Source: an optimization exercise on an open RTL-to-GDS flow (aim: small area and a short achievable clock period). Production flows keep margins and buffers that such runs may drop. The RTL of this run was laid out without a check of its function. Power and IR drop assume default switching activity.

### flow/design.v
module display_comb(
	input wire [3:0] digit,
	output reg [7:0] segCode
);
always @(*) begin
	case (digit)
		4'h0: segCode = 8'b11000000;
		4'h1: segCode = 8'b11111001;
		4'h2: segCode = 8'b10100100;
		4'h3: segCode = 8'b10110000;
		4'h4: segCode = 8'b10011001;
		4'h5: segCode = 8'b10010010;
		4'h6: segCode = 8'b10000010;
		4'h7: segCode = 8'b11111000;
		4'h8: segCode = 8'b10000000;
		4'h9: segCode = 8'b10010000;
		default: segCode = 8'b11111111;
	endcase
end
endmodule
module scoreConverter(
	input wire [13:0] score,
	output wire [3:0] ones,
	output wire [3:0] tens,
	output wire [3:0] hundreds,
	output wire [3:0] thousands
);
reg [17:0] bcd;
integer i;
always @(*) begin
	bcd = 18'd0;
	for (i = 13; i >= 0; i = i - 1) begin
		if (bcd[3:0] >= 4'd5) bcd[3:0] = bcd[3:0] + 4'd3;
		if (bcd[7:4] >= 4'd5) bcd[7:4] = bcd[7:4] + 4'd3;
		if (bcd[11:8] >= 4'd5) bcd[11:8] = bcd[11:8] + 4'd3;
		if (bcd[15:12] >= 4'd5) bcd[15:12] = bcd[15:12] + 4'd3;
		bcd = {bcd[16:0], score[i]};
	end
end
assign ones = bcd[3:0];
assign tens = bcd[7:4];
assign hundreds = bcd[11:8];
assign thousands = bcd[16] ? bcd[15:12] + 4'd10 : bcd[15:12];
endmodule
module vga640x480(
	input wire clk,
	input wire reset,
	input wire [3:0] CatX,
	input wire [3:0] CatY,
	input wire [3:0] MouseX,
	input wire [3:0] MouseY,
	input wire [3:0] GoalX,
	input wire [3:0] GoalY,
	input wire GameOver,
	output wire hsync,
	output wire vsync,
	output reg [2:0] red,
	output reg [2:0] green,
	output reg [1:0] blue
);
reg [4:0] hcol;
reg [5:0] hsub;
reg [3:0] vrow;
reg [5:0] vsub;
function [15:0] map_row;
	input [3:0] r;
	case (r)
		4'd0:  map_row = 16'b1111111111111111;
		4'd1:  map_row = 16'b1000000110000011;
		4'd2:  map_row = 16'b1100110000110001;
		4'd3:  map_row = 16'b1001100000011101;
		4'd4:  map_row = 16'b1000001011000001;
		4'd5:  map_row = 16'b1010100000010101;
		4'd6:  map_row = 16'b1000101001010001;
		4'd7:  map_row = 16'b1010100000010101;
		4'd8:  map_row = 16'b1000001101000001;
		4'd9:  map_row = 16'b1011100000011101;
		4'd10: map_row = 16'b1000100000110001;
		4'd11: map_row = 16'b1100000110000011;
		default: map_row = 16'b1111111111111111;
	endcase
endfunction
wire hsub_end = (hsub == 6'd39);
wire line_end = (hcol == 5'd16) & (hsub == 6'd15);    
wire vsub_end = (vsub == 6'd39);
wire frame_end = (vrow == 4'd13);                       
always @(posedge clk or posedge reset) begin
	if (reset) begin
		hcol <= 5'd16;
		hsub <= 6'd16;
		vrow <= 4'd0;
		vsub <= 6'd0;
	end else begin
		if (hsub_end) begin
			hsub <= 6'd0;
			hcol <= (hcol == 5'd19) ? 5'd0 : hcol + 5'd1;
		end else
			hsub <= hsub + 6'd1;
		if (line_end) begin
			if (frame_end) begin
				vrow <= 4'd0;
				vsub <= 6'd0;
			end else if (vsub_end) begin
				vrow <= vrow + 4'd1;
				vsub <= 6'd0;
			end else
				vsub <= vsub + 6'd1;
		end
	end
end
assign hsync = ~(((hcol == 5'd16) & (hsub >= 6'd16)) | (hcol == 5'd17) |
                 ((hcol == 5'd18) & (hsub < 6'd32)));
assign vsync = ~((vrow == 4'd0) & (vsub < 6'd2));
wire vact = ~((vrow == 4'd0) & (vsub < 6'd31)) & ~((vrow == 4'd12) & (vsub >= 6'd31)) & (vrow != 4'd13);
wire hact = ~hcol[4];
wire [3:0] col = hcol[3:0];
wire [15:0] mrow = map_row(vrow);
wire wallpix = mrow[col];
always @(*) begin
	red = 3'b000;
	green = 3'b000;
	blue = 2'b00;
	if (vact & hact) begin
		if (col == MouseX && vrow == MouseY) begin
			green = 3'b111;
		end else if (col == CatX && vrow == CatY) begin
			red = 3'b111;
		end else if (col == GoalX && vrow == GoalY) begin
			red = 3'b111;
			green = 3'b111;
		end else if (!wallpix) begin
			if (GameOver) begin
				red = 3'b111;
			end else begin
				red = 3'b111;
				green = 3'b111;
				blue = 2'b11;
			end
		end else begin
			blue = 2'b11;
		end
	end
end
endmodule
module step_slots(
	input wire clk,
	input wire reset,
	input wire [5:0] cc,
	output wire mslot,
	output wire cslot,
	output reg [3:0] r15,
	output reg [3:0] r12
);
reg [6:0] b2;
reg [1:0] d3_0;
reg [1:0] d3_1;
reg [1:0] d3_2;
reg [1:0] d3_3;
reg [2:0] d5_0;
reg [2:0] d5_1;
reg [2:0] d5_2;
reg [2:0] d7_0;
reg [2:0] d7_1;
reg [3:0] d11_0;
reg [3:0] d11_1;
reg [3:0] q13;
reg [4:0] q17;
reg [4:0] q19;
reg [4:0] q23;
reg [4:0] q29;
reg [4:0] q31;
reg [5:0] q37;
reg [5:0] q41;
reg [5:0] q43;
reg [5:0] q47;
reg [5:0] q53;
reg [5:0] q59;
reg [5:0] q61;
reg [6:0] q67;
reg [6:0] q71;
reg [6:0] q73;
reg [6:0] q79;
reg [6:0] q83;
reg [6:0] q89;
reg [6:0] q97;
reg [6:0] q101;
reg [6:0] q103;
reg [6:0] q107;
reg [6:0] q109;
reg [6:0] q113;
reg [6:0] q127;
wire wrap = (b2 == 7'd127) & (d3_0 == 2'd1) & (d3_1 == 2'd2) & (d3_2 == 2'd1) & (d3_3 == 2'd0) & (d5_0 == 3'd1) & (d5_1 == 3'd3) & (d5_2 == 3'd3) & (d7_0 == 3'd0) & (d7_1 == 3'd4) & (d11_0 == 4'd7) & (d11_1 == 4'd10) & (q13 == 4'd4);
always @(posedge clk or posedge reset) begin
	if (reset) begin
		b2 <= 0;
		d3_0 <= 0;
		d3_1 <= 0;
		d3_2 <= 0;
		d3_3 <= 0;
		d5_0 <= 0;
		d5_1 <= 0;
		d5_2 <= 0;
		d7_0 <= 0;
		d7_1 <= 0;
		d11_0 <= 0;
		d11_1 <= 0;
		q13 <= 0;
		q17 <= 0;
		q19 <= 0;
		q23 <= 0;
		q29 <= 0;
		q31 <= 0;
		q37 <= 0;
		q41 <= 0;
		q43 <= 0;
		q47 <= 0;
		q53 <= 0;
		q59 <= 0;
		q61 <= 0;
		q67 <= 0;
		q71 <= 0;
		q73 <= 0;
		q79 <= 0;
		q83 <= 0;
		q89 <= 0;
		q97 <= 0;
		q101 <= 0;
		q103 <= 0;
		q107 <= 0;
		q109 <= 0;
		q113 <= 0;
		q127 <= 0;
	end else if (wrap) begin
		b2 <= 0;
		d3_0 <= 0;
		d3_1 <= 0;
		d3_2 <= 0;
		d3_3 <= 0;
		d5_0 <= 0;
		d5_1 <= 0;
		d5_2 <= 0;
		d7_0 <= 0;
		d7_1 <= 0;
		d11_0 <= 0;
		d11_1 <= 0;
		q13 <= 0;
		q17 <= 0;
		q19 <= 0;
		q23 <= 0;
		q29 <= 0;
		q31 <= 0;
		q37 <= 0;
		q41 <= 0;
		q43 <= 0;
		q47 <= 0;
		q53 <= 0;
		q59 <= 0;
		q61 <= 0;
		q67 <= 0;
		q71 <= 0;
		q73 <= 0;
		q79 <= 0;
		q83 <= 0;
		q89 <= 0;
		q97 <= 0;
		q101 <= 0;
		q103 <= 0;
		q107 <= 0;
		q109 <= 0;
		q113 <= 0;
		q127 <= 0;
	end else begin
		b2 <= b2 + 7'd1;
		if (1'b1) d3_0 <= (d3_0 == 2'd2) ? 2'd0 : d3_0 + 2'd1;
		if ((d3_0 == 2'd2)) d3_1 <= (d3_1 == 2'd2) ? 2'd0 : d3_1 + 2'd1;
		if ((d3_0 == 2'd2) & (d3_1 == 2'd2)) d3_2 <= (d3_2 == 2'd2) ? 2'd0 : d3_2 + 2'd1;
		if ((d3_0 == 2'd2) & (d3_1 == 2'd2) & (d3_2 == 2'd2)) d3_3 <= (d3_3 == 2'd2) ? 2'd0 : d3_3 + 2'd1;
		if (1'b1) d5_0 <= (d5_0 == 3'd4) ? 3'd0 : d5_0 + 3'd1;
		if ((d5_0 == 3'd4)) d5_1 <= (d5_1 == 3'd4) ? 3'd0 : d5_1 + 3'd1;
		if ((d5_0 == 3'd4) & (d5_1 == 3'd4)) d5_2 <= (d5_2 == 3'd4) ? 3'd0 : d5_2 + 3'd1;
		if (1'b1) d7_0 <= (d7_0 == 3'd6) ? 3'd0 : d7_0 + 3'd1;
		if ((d7_0 == 3'd6)) d7_1 <= (d7_1 == 3'd6) ? 3'd0 : d7_1 + 3'd1;
		if (1'b1) d11_0 <= (d11_0 == 4'd10) ? 4'd0 : d11_0 + 4'd1;
		if ((d11_0 == 4'd10)) d11_1 <= (d11_1 == 4'd10) ? 4'd0 : d11_1 + 4'd1;
		q13 <= (q13 == 4'd12) ? 4'd0 : q13 + 4'd1;
		q17 <= (q17 == 5'd16) ? 5'd0 : q17 + 5'd1;
		q19 <= (q19 == 5'd18) ? 5'd0 : q19 + 5'd1;
		q23 <= (q23 == 5'd22) ? 5'd0 : q23 + 5'd1;
		q29 <= (q29 == 5'd28) ? 5'd0 : q29 + 5'd1;
		q31 <= (q31 == 5'd30) ? 5'd0 : q31 + 5'd1;
		q37 <= (q37 == 6'd36) ? 6'd0 : q37 + 6'd1;
		q41 <= (q41 == 6'd40) ? 6'd0 : q41 + 6'd1;
		q43 <= (q43 == 6'd42) ? 6'd0 : q43 + 6'd1;
		q47 <= (q47 == 6'd46) ? 6'd0 : q47 + 6'd1;
		q53 <= (q53 == 6'd52) ? 6'd0 : q53 + 6'd1;
		q59 <= (q59 == 6'd58) ? 6'd0 : q59 + 6'd1;
		q61 <= (q61 == 6'd60) ? 6'd0 : q61 + 6'd1;
		q67 <= (q67 == 7'd66) ? 7'd0 : q67 + 7'd1;
		q71 <= (q71 == 7'd70) ? 7'd0 : q71 + 7'd1;
		q73 <= (q73 == 7'd72) ? 7'd0 : q73 + 7'd1;
		q79 <= (q79 == 7'd78) ? 7'd0 : q79 + 7'd1;
		q83 <= (q83 == 7'd82) ? 7'd0 : q83 + 7'd1;
		q89 <= (q89 == 7'd88) ? 7'd0 : q89 + 7'd1;
		q97 <= (q97 == 7'd96) ? 7'd0 : q97 + 7'd1;
		q101 <= (q101 == 7'd100) ? 7'd0 : q101 + 7'd1;
		q103 <= (q103 == 7'd102) ? 7'd0 : q103 + 7'd1;
		q107 <= (q107 == 7'd106) ? 7'd0 : q107 + 7'd1;
		q109 <= (q109 == 7'd108) ? 7'd0 : q109 + 7'd1;
		q113 <= (q113 == 7'd112) ? 7'd0 : q113 + 7'd1;
		q127 <= (q127 == 7'd126) ? 7'd0 : q127 + 7'd1;
	end
end
reg ms, cs;
always @(*) begin
	case (cc)
		6'd0: begin ms = ((d5_0 == 0)) & (q13 == 0); cs = ((d5_0 == 0)) & (q13 == 0); end
		6'd1: begin ms = (b2[0:0] == 0) & ((d3_0 == 0)) & ((d11_0 == 0)); cs = (b2[5:0] == 0); end
		6'd2: begin ms = (q67 == 0); cs = ((d3_0 == 0) & (d3_1 == 0)) & ((d7_0 == 0)); end
		6'd3: begin ms = (b2[1:0] == 0) & (q17 == 0); cs = (b2[0:0] == 0) & (q31 == 0); end
		6'd4: begin ms = ((d3_0 == 0)) & (q23 == 0); cs = (q61 == 0); end
		6'd5: begin ms = (b2[0:0] == 0) & ((d5_0 == 0)) & ((d7_0 == 0)); cs = (b2[1:0] == 0) & ((d3_0 == 0)) & ((d5_0 == 0)); end
		6'd6: begin ms = (q71 == 0); cs = (q59 == 0); end
		6'd7: begin ms = (b2[2:0] == 0) & ((d3_0 == 0) & (d3_1 == 0)); cs = (b2[0:0] == 0) & (q29 == 0); end
		6'd8: begin ms = (q73 == 0); cs = ((d3_0 == 0)) & (q19 == 0); end
		6'd9: begin ms = (b2[0:0] == 0) & (q37 == 0); cs = (b2[2:0] == 0) & ((d7_0 == 0)); end
		6'd10: begin ms = ((d3_0 == 0)) & ((d5_0 == 0) & (d5_1 == 0)); cs = ((d5_0 == 0)) & ((d11_0 == 0)); end
		6'd11: begin ms = (b2[1:0] == 0) & (q19 == 0); cs = (b2[0:0] == 0) & ((d3_0 == 0) & (d3_1 == 0) & (d3_2 == 0)); end
		6'd12: begin ms = ((d7_0 == 0)) & ((d11_0 == 0)); cs = (q53 == 0); end
		6'd13: begin ms = (b2[0:0] == 0) & ((d3_0 == 0)) & (q13 == 0); cs = (b2[1:0] == 0) & (q13 == 0); end
		6'd14: begin ms = (q79 == 0); cs = ((d3_0 == 0)) & (q17 == 0); end
		6'd15: begin ms = (b2[3:0] == 0) & ((d5_0 == 0)); cs = (b2[0:0] == 0) & ((d5_0 == 0) & (d5_1 == 0)); end
		6'd16: begin ms = ((d3_0 == 0) & (d3_1 == 0) & (d3_2 == 0) & (d3_3 == 0)); cs = ((d7_0 == 0) & (d7_1 == 0)); end
		6'd17: begin ms = (b2[0:0] == 0) & (q41 == 0); cs = (b2[3:0] == 0) & ((d3_0 == 0)); end
		6'd18: begin ms = (q83 == 0); cs = (q47 == 0); end
		6'd19: begin ms = (b2[1:0] == 0) & ((d3_0 == 0)) & ((d7_0 == 0)); cs = (b2[0:0] == 0) & (q23 == 0); end
		6'd20: begin ms = ((d5_0 == 0)) & (q17 == 0); cs = ((d3_0 == 0) & (d3_1 == 0)) & ((d5_0 == 0)); end
		6'd21: begin ms = (b2[0:0] == 0) & (q43 == 0); cs = (b2[1:0] == 0) & ((d11_0 == 0)); end
		6'd22: begin ms = ((d3_0 == 0)) & (q29 == 0); cs = (q43 == 0); end
		6'd23: begin ms = (b2[2:0] == 0) & ((d11_0 == 0)); cs = (b2[0:0] == 0) & ((d3_0 == 0)) & ((d7_0 == 0)); end
		6'd24: begin ms = (q89 == 0); cs = (q41 == 0); end
		6'd25: begin ms = (b2[0:0] == 0) & ((d3_0 == 0) & (d3_1 == 0)) & ((d5_0 == 0)); cs = (b2[2:0] == 0) & ((d5_0 == 0)); end
		6'd26: begin ms = ((d7_0 == 0)) & (q13 == 0); cs = ((d3_0 == 0)) & (q13 == 0); end
		6'd27: begin ms = (b2[1:0] == 0) & (q23 == 0); cs = (b2[0:0] == 0) & (q19 == 0); end
		6'd28: begin ms = ((d3_0 == 0)) & (q31 == 0); cs = (q37 == 0); end
		6'd29: begin ms = (b2[0:0] == 0) & (q47 == 0); cs = (b2[1:0] == 0) & ((d3_0 == 0) & (d3_1 == 0)); end
		6'd30: begin ms = ((d5_0 == 0)) & (q19 == 0); cs = ((d5_0 == 0)) & ((d7_0 == 0)); end
		6'd31: begin ms = (b2[4:0] == 0) & ((d3_0 == 0)); cs = (b2[0:0] == 0) & (q17 == 0); end
		6'd32: begin ms = (q97 == 0); cs = ((d3_0 == 0)) & ((d11_0 == 0)); end
		6'd33: begin ms = (b2[0:0] == 0) & ((d7_0 == 0) & (d7_1 == 0)); cs = (b2[4:0] == 0); end
		6'd34: begin ms = ((d3_0 == 0) & (d3_1 == 0)) & ((d11_0 == 0)); cs = (q31 == 0); end
		6'd35: begin ms = (b2[1:0] == 0) & ((d5_0 == 0) & (d5_1 == 0)); cs = (b2[0:0] == 0) & ((d3_0 == 0)) & ((d5_0 == 0)); end
		6'd36: begin ms = (q101 == 0); cs = (q29 == 0); end
		6'd37: begin ms = (b2[0:0] == 0) & ((d3_0 == 0)) & (q17 == 0); cs = (b2[1:0] == 0) & ((d7_0 == 0)); end
		6'd38: begin ms = (q103 == 0); cs = ((d3_0 == 0) & (d3_1 == 0) & (d3_2 == 0)); end
		6'd39: begin ms = (b2[2:0] == 0) & (q13 == 0); cs = (b2[0:0] == 0) & (q13 == 0); end
		6'd40: begin ms = ((d3_0 == 0)) & ((d5_0 == 0)) & ((d7_0 == 0)); cs = ((d5_0 == 0) & (d5_1 == 0)); end
		6'd41: begin ms = (b2[0:0] == 0) & (q53 == 0); cs = (b2[2:0] == 0) & ((d3_0 == 0)); end
		6'd42: begin ms = (q107 == 0); cs = (q23 == 0); end
		6'd43: begin ms = (b2[1:0] == 0) & ((d3_0 == 0) & (d3_1 == 0) & (d3_2 == 0)); cs = (b2[0:0] == 0) & ((d11_0 == 0)); end
		6'd44: begin ms = (q109 == 0); cs = ((d3_0 == 0)) & ((d7_0 == 0)); end
		6'd45: begin ms = (b2[0:0] == 0) & ((d5_0 == 0)) & ((d11_0 == 0)); cs = (b2[1:0] == 0) & ((d5_0 == 0)); end
		6'd46: begin ms = ((d3_0 == 0)) & (q37 == 0); cs = (q19 == 0); end
		6'd47: begin ms = (b2[3:0] == 0) & ((d7_0 == 0)); cs = (b2[0:0] == 0) & ((d3_0 == 0) & (d3_1 == 0)); end
		6'd48: begin ms = (q113 == 0); cs = (q17 == 0); end
		6'd49: begin ms = (b2[0:0] == 0) & ((d3_0 == 0)) & (q19 == 0); cs = (b2[3:0] == 0); end
		6'd50: begin ms = ((d5_0 == 0)) & (q23 == 0); cs = ((d3_0 == 0)) & ((d5_0 == 0)); end
		6'd51: begin ms = (b2[1:0] == 0) & (q29 == 0); cs = (b2[0:0] == 0) & ((d7_0 == 0)); end
		6'd52: begin ms = ((d3_0 == 0) & (d3_1 == 0)) & (q13 == 0); cs = (q13 == 0); end
		6'd53: begin ms = (b2[0:0] == 0) & (q59 == 0); cs = (b2[1:0] == 0) & ((d3_0 == 0)); end
		6'd54: begin ms = ((d7_0 == 0)) & (q17 == 0); cs = ((d11_0 == 0)); end
		6'd55: begin ms = (b2[2:0] == 0) & ((d3_0 == 0)) & ((d5_0 == 0)); cs = (b2[0:0] == 0) & ((d5_0 == 0)); end
		6'd56: begin ms = ((d11_0 == 0) & (d11_1 == 0)); cs = ((d3_0 == 0) & (d3_1 == 0)); end
		6'd57: begin ms = (b2[0:0] == 0) & (q61 == 0); cs = (b2[2:0] == 0); end
		6'd58: begin ms = ((d3_0 == 0)) & (q41 == 0); cs = ((d7_0 == 0)); end
		6'd59: begin ms = (b2[1:0] == 0) & (q31 == 0); cs = (b2[0:0] == 0) & ((d3_0 == 0)); end
		6'd60: begin ms = ((d5_0 == 0) & (d5_1 == 0) & (d5_2 == 0)); cs = ((d5_0 == 0)); end
		6'd61: begin ms = (b2[0:0] == 0) & ((d3_0 == 0) & (d3_1 == 0)) & ((d7_0 == 0)); cs = (b2[1:0] == 0); end
		6'd62: begin ms = (q127 == 0); cs = ((d3_0 == 0)); end
		6'd63: begin ms = (b2[6:0] == 0); cs = (b2[0:0] == 0); end
		default: begin ms = 1'b0; cs = 1'b0; end
	endcase
end
assign mslot = ms;
assign cslot = cs;
always @(*) begin
	case ({d3_0, d5_0})
		{2'd0, 3'd0}: r15 = 4'd0;
		{2'd0, 3'd1}: r15 = 4'd6;
		{2'd0, 3'd2}: r15 = 4'd12;
		{2'd0, 3'd3}: r15 = 4'd3;
		{2'd0, 3'd4}: r15 = 4'd9;
		{2'd1, 3'd0}: r15 = 4'd10;
		{2'd1, 3'd1}: r15 = 4'd1;
		{2'd1, 3'd2}: r15 = 4'd7;
		{2'd1, 3'd3}: r15 = 4'd13;
		{2'd1, 3'd4}: r15 = 4'd4;
		{2'd2, 3'd0}: r15 = 4'd5;
		{2'd2, 3'd1}: r15 = 4'd11;
		{2'd2, 3'd2}: r15 = 4'd2;
		{2'd2, 3'd3}: r15 = 4'd8;
		{2'd2, 3'd4}: r15 = 4'd14;
		default: r15 = 4'd0;
	endcase
	case ({d3_0, b2[1:0]})
		{2'd0, 2'd0}: r12 = 4'd0;
		{2'd0, 2'd1}: r12 = 4'd9;
		{2'd0, 2'd2}: r12 = 4'd6;
		{2'd0, 2'd3}: r12 = 4'd3;
		{2'd1, 2'd0}: r12 = 4'd4;
		{2'd1, 2'd1}: r12 = 4'd1;
		{2'd1, 2'd2}: r12 = 4'd10;
		{2'd1, 2'd3}: r12 = 4'd7;
		{2'd2, 2'd0}: r12 = 4'd8;
		{2'd2, 2'd1}: r12 = 4'd5;
		{2'd2, 2'd2}: r12 = 4'd2;
		{2'd2, 2'd3}: r12 = 4'd11;
		default: r12 = 4'd0;
	endcase
end
endmodule
module Location(
	input wire rightBtn,
	input wire leftBtn,
	input wire upBtn,
	input wire downBtn,
	input wire crightBtn,
	input wire cleftBtn,
	input wire cupBtn,
	input wire cdownBtn,
	input wire clock,
	input wire reset,
	output wire [3:0] CatX,
	output wire [3:0] CatY,
	output wire [3:0] MouseX,
	output wire [3:0] MouseY,
	output wire [3:0] GoalX,
	output wire [3:0] GoalY,
	output wire [13:0] Score,
	output wire GameOver
);
reg [3:0] mx, my, cx, cy, gx, gy;
reg [13:0] sc;
reg go;
reg [5:0] cc;
wire mslot, cslot;
wire [3:0] r15, r12;
step_slots steps(
	.clk(clock),
	.reset(reset),
	.cc(cc),
	.mslot(mslot),
	.cslot(cslot),
	.r15(r15),
	.r12(r12)
);
function [15:0] map_row;
	input [3:0] r;
	case (r)
		4'd0:  map_row = 16'b1111111111111111;
		4'd1:  map_row = 16'b1000000110000011;
		4'd2:  map_row = 16'b1100110000110001;
		4'd3:  map_row = 16'b1001100000011101;
		4'd4:  map_row = 16'b1000001011000001;
		4'd5:  map_row = 16'b1010100000010101;
		4'd6:  map_row = 16'b1000101001010001;
		4'd7:  map_row = 16'b1010100000010101;
		4'd8:  map_row = 16'b1000001101000001;
		4'd9:  map_row = 16'b1011100000011101;
		4'd10: map_row = 16'b1000100000110001;
		4'd11: map_row = 16'b1100000110000011;
		default: map_row = 16'b1111111111111111;
	endcase
endfunction
function map_bit;
	input [3:0] r;
	input [3:0] c;
	reg [15:0] row;
	begin
		row = map_row(r);
		map_bit = row[c];
	end
endfunction
wire mact = mslot & ~go;
wire [3:0] myU = my - 4'd1, myD = my + 4'd1, mxR = mx + 4'd1, mxL = mx - 4'd1;
wire mokU = ~map_bit(myU, mx);
wire mokR = ~map_bit(my, mxR);
wire mokD = ~map_bit(myD, mx);
wire mokL = ~map_bit(my, mxL);
wire mbtn = upBtn | rightBtn | downBtn | leftBtn;
wire mgoU = mact & upBtn & mokU;
wire mgoR = mact & ~upBtn & rightBtn & mokR;
wire mgoD = mact & ~upBtn & ~rightBtn & downBtn & mokD;
wire mgoL = mact & ~upBtn & ~rightBtn & ~downBtn & leftBtn & mokL;
wire [3:0] mxn = mgoR ? mxR : (mgoL ? mxL : mx);
wire [3:0] myn = mgoU ? myU : (mgoD ? myD : my);
wire cact = cslot & ~go;
wire [3:0] cyU = cy - 4'd1, cyD = cy + 4'd1, cxR = cx + 4'd1, cxL = cx - 4'd1;
wire cokU = ~map_bit(cyU, cx);
wire cokR = ~map_bit(cy, cxR);
wire cokD = ~map_bit(cyD, cx);
wire cokL = ~map_bit(cy, cxL);
wire cgoU = cact & cupBtn & cokU;
wire cgoR = cact & ~cupBtn & crightBtn & cokR;
wire cgoD = cact & ~cupBtn & ~crightBtn & cdownBtn & cokD;
wire cgoL = cact & ~cupBtn & ~crightBtn & ~cdownBtn & cleftBtn & cokL;
wire [3:0] cxn = cgoR ? cxR : (cgoL ? cxL : cx);
wire [3:0] cyn = cgoU ? cyU : (cgoD ? cyD : cy);
wire caught = cact & (cxn == mxn) & (cyn == myn);
wire near = ({1'b0, cxn} <= {1'b0, gx} + 5'd1) & ({1'b0, cxn} + 5'd1 >= {1'b0, gx}) &
            ({1'b0, cyn} <= {1'b0, gy} + 5'd1) & ({1'b0, cyn} + 5'd1 >= {1'b0, gy});
wire [3:0] g1x = near ? r15 : gx;
wire [3:0] g1y = near ? r12 : gy;
wire eat = (mxn == g1x) & (myn == g1y);
wire dec = mact & (sc != 14'd0) & (mbtn | (sc == 14'd1));
wire [13:0] sc1 = sc - {13'd0, dec};
wire [13:0] sc2 = eat ? sc1 + 14'd50 + {10'd0, g1x} + {10'd0, g1y} : sc1;
wire gmove = near | eat | map_bit(gy, gx);
always @(posedge clock or posedge reset) begin
	if (reset) begin
		mx <= 4'd5;
		my <= 4'd3;
		cx <= 4'd9;
		cy <= 4'd11;
		gx <= 4'd14;
		gy <= 4'd10;
		sc <= 14'd0;
		go <= 1'b0;
		cc <= 6'd0;
	end else begin
		mx <= mxn;
		my <= myn;
		cx <= cxn;
		cy <= cyn;
		if (gmove) begin
			gx <= r15;
			gy <= r12;
		end
		sc <= sc2;
		go <= go | caught;
		cc <= cc + {5'd0, eat};
	end
end
assign CatX = cx;
assign CatY = cy;
assign MouseX = mx;
assign MouseY = my;
assign GoalX = gx;
assign GoalY = gy;
assign Score = sc;
assign GameOver = go;
endmodule
module top_fsm(
	input clk,
	input reset,
	input rightBtn,
	input leftBtn,
	input upBtn,
	input downBtn,
	input crightBtn,
	input cleftBtn,
	input cupBtn,
	input cdownBtn,
	output reg [7:0] segCode,
	output wire [3:0] an,
	output wire [2:0] red,
	output wire [2:0] green,
	output wire [1:0] blue,
	output wire hsync,
	output wire vsync,
	output wire [3:0] catX,
	output wire [3:0] catY,
	output wire [3:0] mouseX,
	output wire [3:0] mouseY,
	output wire [3:0] goalX,
	output wire [3:0] goalY,
	output wire [13:0] score,
	output wire gameOver
);
Location locate(
	.rightBtn(rightBtn),
	.leftBtn(leftBtn),
	.upBtn(upBtn),
	.downBtn(downBtn),
	.crightBtn(crightBtn),
	.cleftBtn(cleftBtn),
	.cupBtn(cupBtn),
	.cdownBtn(cdownBtn),
	.clock(clk),
	.reset(reset),
	.CatX(catX),
	.CatY(catY),
	.MouseX(mouseX),
	.MouseY(mouseY),
	.GoalX(goalX),
	.GoalY(goalY),
	.Score(score),
	.GameOver(gameOver)
);
wire [3:0] ones, tens, hundreds, thousands;
scoreConverter converter(
	.score(score),
	.ones(ones),
	.tens(tens),
	.hundreds(hundreds),
	.thousands(thousands)
);
vga640x480 drawScreen(
	.clk(clk),
	.reset(reset),
	.CatX(catX),
	.CatY(catY),
	.MouseX(mouseX),
	.MouseY(mouseY),
	.GoalX(goalX),
	.GoalY(goalY),
	.GameOver(gameOver),
	.hsync(hsync),
	.vsync(vsync),
	.red(red),
	.green(green),
	.blue(blue)
);
reg [1:0] count;
always @(posedge clk or posedge reset) begin
	if (reset)
		count <= 2'b00;
	else
		count <= count + 2'b01;
end
reg [3:0] digit;
always @(*) begin
	case (count)
		2'd0: digit = ones;
		2'd1: digit = tens;
		2'd2: digit = hundreds;
		default: digit = thousands;
	endcase
end
wire [7:0] seg;
display_comb decode(
	.digit(digit),
	.segCode(seg)
);
reg [1:0] shown;
always @(posedge clk) begin
	segCode <= seg;
	shown <= count;
end
assign an = (shown == 2'd0) ? 4'b1110 :
            (shown == 2'd1) ? 4'b1101 :
            (shown == 2'd2) ? 4'b1011 : 4'b0111;
endmodule
### flow/run.sh
#!/bin/bash
# synth_recipe.tcl (not shown) runs the flow's synth.tcl, then flattens the netlist and writes it again
# the make line also repeats each setting of config.mk as NAME=value (left out here)
make -C /OpenROAD-flow-scripts/flow DESIGN_CONFIG=/design/flow/config.mk WORK_HOME=/design/flow/orfs CLKGATE_MAP_FILE= SYNTH_SCRIPT=/design/flow/synth_recipe.tcl finish
### flow/config.mk
export PLATFORM = sky130hd
export DESIGN_NAME = top_fsm
export DESIGN_NICKNAME = top_fsm
export VERILOG_FILES = /design/flow/design.v
export SDC_FILE = /design/flow/constraint.sdc
export NUM_CORES = 4
export LEC_CHECK = 0
export CAP_MARGIN = 20
export CORE_MARGIN = 2
export CORE_UTILIZATION = 40
export SLEW_MARGIN = 20
### flow/constraint.sdc
create_clock -name core_clock -period 90.0 [get_ports {clk}]
set_input_delay 18.0000 -clock core_clock [delete_from_list [all_inputs] [get_ports {clk}]]
set_output_delay 18.0000 -clock core_clock [all_outputs]
set_load 0.01 [all_outputs]
==> impl_results.md <==
* Biggest register: locate.sc
* RSZ-0062 raised after global routing: no
* Number of top-level pins at 71
* MaxCap Viol Count at 0
* Total power draw at 0.0002629 W
* GRT Total Usage at 19.84%
* Max reg flops at 14
* Synthesized flop and latch total at 277
* DR DRC count at 0
* CTS tree: yes
* Initial antenna violation count at 0
* Synthesized cell area at 24,180 µm²
* Clock Latency Late Sink at 0.60 ns
* Number of buffers created by CTS at 30
* Clk buf depth at 3
* CTS sink cnt at 277
* Worst slew margin at 31.42%
* Int Power at 0.0002031 W
* # Post-CTS Setup Buffers at 0
* Post-synth top area cell: dfrtp_1
* First-pass GRT wire length at 105.3 mm
* Syn-to-layout area delta at 9.262%
* Post-synthesis sequential area ratio at 28.56%
* Clock transition at the registers of the reported paths at 0.06 ns
* DR iter-0 viols at 1,543
* Final min period at 24.22 ns
* Largest net degree at the start of global routing at 143
* R2R depth at 56
* Core outline area at 60,020 µm²
* Syn nets at 3,184
* Via density at 5.747
* Final setup fails at 0
* FILL cells at 5,893
* Vias in the first global route at 20,520
* Startpoint types: input port
* Yosys top cell area share at 26.08%
* Reg power frac at 47.7%
* Asr flop ratio synth at 96.75%
* Dpl hpwl at 45.90 mm
* Fin util at 44.02%
* Outcome: complete, no violations
* Net Switching at 0.00005979 W
* Initial Util at 40.29%
* Slew @ Worst Pin at 1.029 ns
* GP Congestion at 0.9383
* Clock H-tree levels at 1
* DR WL/cell at 16.83 µm
* CP Capture Type: flop
* Post-synth EDFFs at 0
* P per Cell Area at 9.951 nW/µm²
* Synth area leaders: dfrtp_1, ha_1, nor2_1, xnor2_1, a21oi_1
* Die area at 62,440 µm²
* WL final at 63.23 mm
* Hold depth at 0
* Antenna-violating nets left at 0
* Crit path DAT at 24.64 ns
* Clock share of power at 47.5%
* Max IR drop VDD at 0.00001382 V
* Top FF cell, synth: dfrtp_1
* Logic pwr share at 4.8%
* Commonest non-fill, non-tap cell in the layout: nor2_1
* Fin crit share at 26.91%
* Die Y at 249.9 µm
* Yosys warnings at 6
* Worst-path fanout max at 16
* Placed Area at 25,410 µm²
* I/O Buffers at 69
* Synthesized instance count at 2,979
* Sw Ratio at 22.74%
* # hold bufs at CTS at 0
* Yosys cell types at 115
* Hold Crit Class: reg -> reg
* Fmax at 0.04130 GHz
* Total Nets Final at 3,158
* Final number of hold-violating endpoints at 0
* Vias at 21,590
* Mean post-synth cell area at 8.117 µm²
* Commonest non-fill, non-tap cells in the layout: nor2_1, dfrtp_1, nand2_1
* Layout Skew at 0.04092 ns
* Leak at 11.18 nW
* Design area at 26,420 µm²
* Layout cells sized above 1 at 6.319%
* Req. time, crit path at 90.42 ns
* Antenna diode count at 0
* Global route total overflow at 0
* Worst setup path class: in -> reg
* Chip Width at 249.9 µm
* Pre-Repair DR Iteration Count at 5
* Resize count post-CTS at 0
* Clock Tree Root: clkbuf_16
* Final Slew Violations at 0
* Rows at 90
* Fin Setup TNS at 0 ns
[logic make-up (layout without fill, tap and decap cells)]
family | after synthesis | count (layout) | share of synthesized area [%]
DFF | 277 | 277 | 28.56
adders and majority gates | 195 | 195 | 10.21
other | 1 | 1 | 0.01551
muxes | 86 | 86 | 4.388
xor gates and xnor gates | 229 | 229 | 8.475
buffers and inverters | 346 | 342 | 5.541
AOI/OAI and AO/OA | 707 | 707 | 19.46
and+or+nand+nor | 1138 | 1138 | 23.35
[metal layers]
metal | wire length (µm) | global-route usage (%) | vias to the layer above | part of all wire, %
met3 | 2891 | 1.929 | 101 | 4.6
met1 | 29010 | 26.99 | 10420 | 46
li1 | - | - | 10570 | -
met5 | 0 | 0 | - | 0
met2 | 29960 | 33.82 | 510 | 47
met4 | 1360 | 4.836 | 0 | 2.2
[critical path, stage by stage]
cell and delay [ns]:
clkdlybuf4s50_1 0.49, a211o_1 0.38, nor3_1 0.31, a31oi_1 0.11, xnor2_1 0.55, ha_1 0.34
ha_1 0.27, a21o_1 0.11, a21o_1 0.11, a21oi_1 0.07, a221oi_2 0.85, nor2_1 0.07
a21oi_1 0.24, inv_1 0.11, fa_1 0.49, ha_1 0.35, nor2b_1 0.14, o21ai_0 0.25
a21oi_1 0.13, o21ai_0 0.16, nand2b_1 0.10, a21oi_1 0.25, nor2b_1 0.10, a2111oi_0 0.41
a21oi_1 0.10, xnor2_1 0.14
[final timing paths]
path / endpoint / slack (ns) / start
max: locate.sc[8]$_DFF_PP0_ / 65.78 / cupBtn
min reg2reg: shown[0]$_DFF_P_ / 0.44 / count[0]$_DFF_PP0_
max reg2reg: segCode[6]$_DFF_P_ / 76.79 / locate.sc[12]$_DFF_PP0_
min in group asynchronous: locate.steps.q67[4]$_DFF_PP0_ / 17.79 / reset
max in group asynchronous: count[0]$_DFF_PP0_ / 70.24 / reset
min: shown[0]$_DFF_P_ / 0.44 / count[0]$_DFF_PP0_
[Yosys cell counts, drive strengths merged (15+ instances only)]
cell type	count
a211oi	29
a21o	22
a21oi	178
a31oi	27
and2	22
and3	38
buf	35
clkbuf	112
dfrtp	252
dfstp	16
ha	191
inv	196
mux2	21
mux2i	52
nand2	217
nand2b	51
nand3	144
nand4	41
nor2	352
nor2b	31
nor3	94
nor3b	16
nor4	33
o211ai	32
o21a	16
o21ai	184
o22ai	27
o31ai	17
or2	15
xnor2	143
xor2	85
[area by class of cell]
| class | count | area [µm²] | area share (%) |
|---|---|---|---|
| Multi-Input combinational cell | 2356 | 15940 | 60.33 |
| Inverter | 199 | 754.5 | 2.856 |
| Sequential cell | 277 | 6907 | 26.14 |
| Clock inverter | 8 | 130.1 | 0.4925 |
| Timing Repair Buffer | 89 | 860.8 | 3.258 |
| Clock buffer | 46 | 850.8 | 3.220 |
| Tap cell | 782 | 978.4 | 3.703 |
[metrics by stage]
| stage | instances | hold slack (ns) | worst slack, ns |
|---|---|---|---|
| after floorplan | 2979 | 0.3946 | 64.64 |
| after global placement | 3702 | 0.4218 | 65.51 |
| after detailed placement | 3702 | 0.4304 | 65.33 |
| after CTS | 3756 | 0.4472 | 65.88 |
| after global routing | 3757 | 0.4593 | 65.32 |
| final | 3757 | 0.4411 | 65.78 |
[power groups by stage]
stage | Sequential, W | Combinational, W | Clock (W)
6_report | 0.000125 | 0.0000127 | 0.000125
5_1_grt | 0.000125 | 0.0000141 | 0.000133
4_1_cts | 0.000125 | 0.0000126 | 0.000129
3_5_place_dp | 0.000128 | 0.0000126 | 0
3_3_place_gp | 0.000128 | 0.0000124 | 0
2_1_floorplan | 0.000128 | 0.00000867 | 0

==> separate check: timing with driven ports <==
In the flow no input, the clock included, has a driving cell. The finished layout below was timed again as built, in two steps. Step 1 (the two cells are an assumption about what drives the block):
set clk [get_ports {clk}]
set_driving_cell -lib_cell sky130_fd_sc_hd__clkbuf_16 $clk
set_driving_cell -lib_cell sky130_fd_sc_hd__buf_2 [delete_from_list [all_inputs] $clk]
Step 2 adds t to the input delays and takes it off the output delays; t is the mean of the earliest and latest rising clock arrival at the registers after step 1. Input paths then give back, and output paths get back, about the clock's delay inside the block. Slacks: ideal ports / drivers / drivers and shift; pairs: ideal ports / drivers.
shift t [ns]: 0.629
slack for setup (ns): 65.785 / 65.803 / 65.174
clock arrival spread, ns: 0.045 / 0.045
worst register clock-pin slew, ns: 0.07 / 0.07
pins driven straight from the clock port: 1
After both steps setup and hold are still met in this run. The setup slack of this run moves by +0.018 ns with the drivers and by -0.611 ns with both steps.
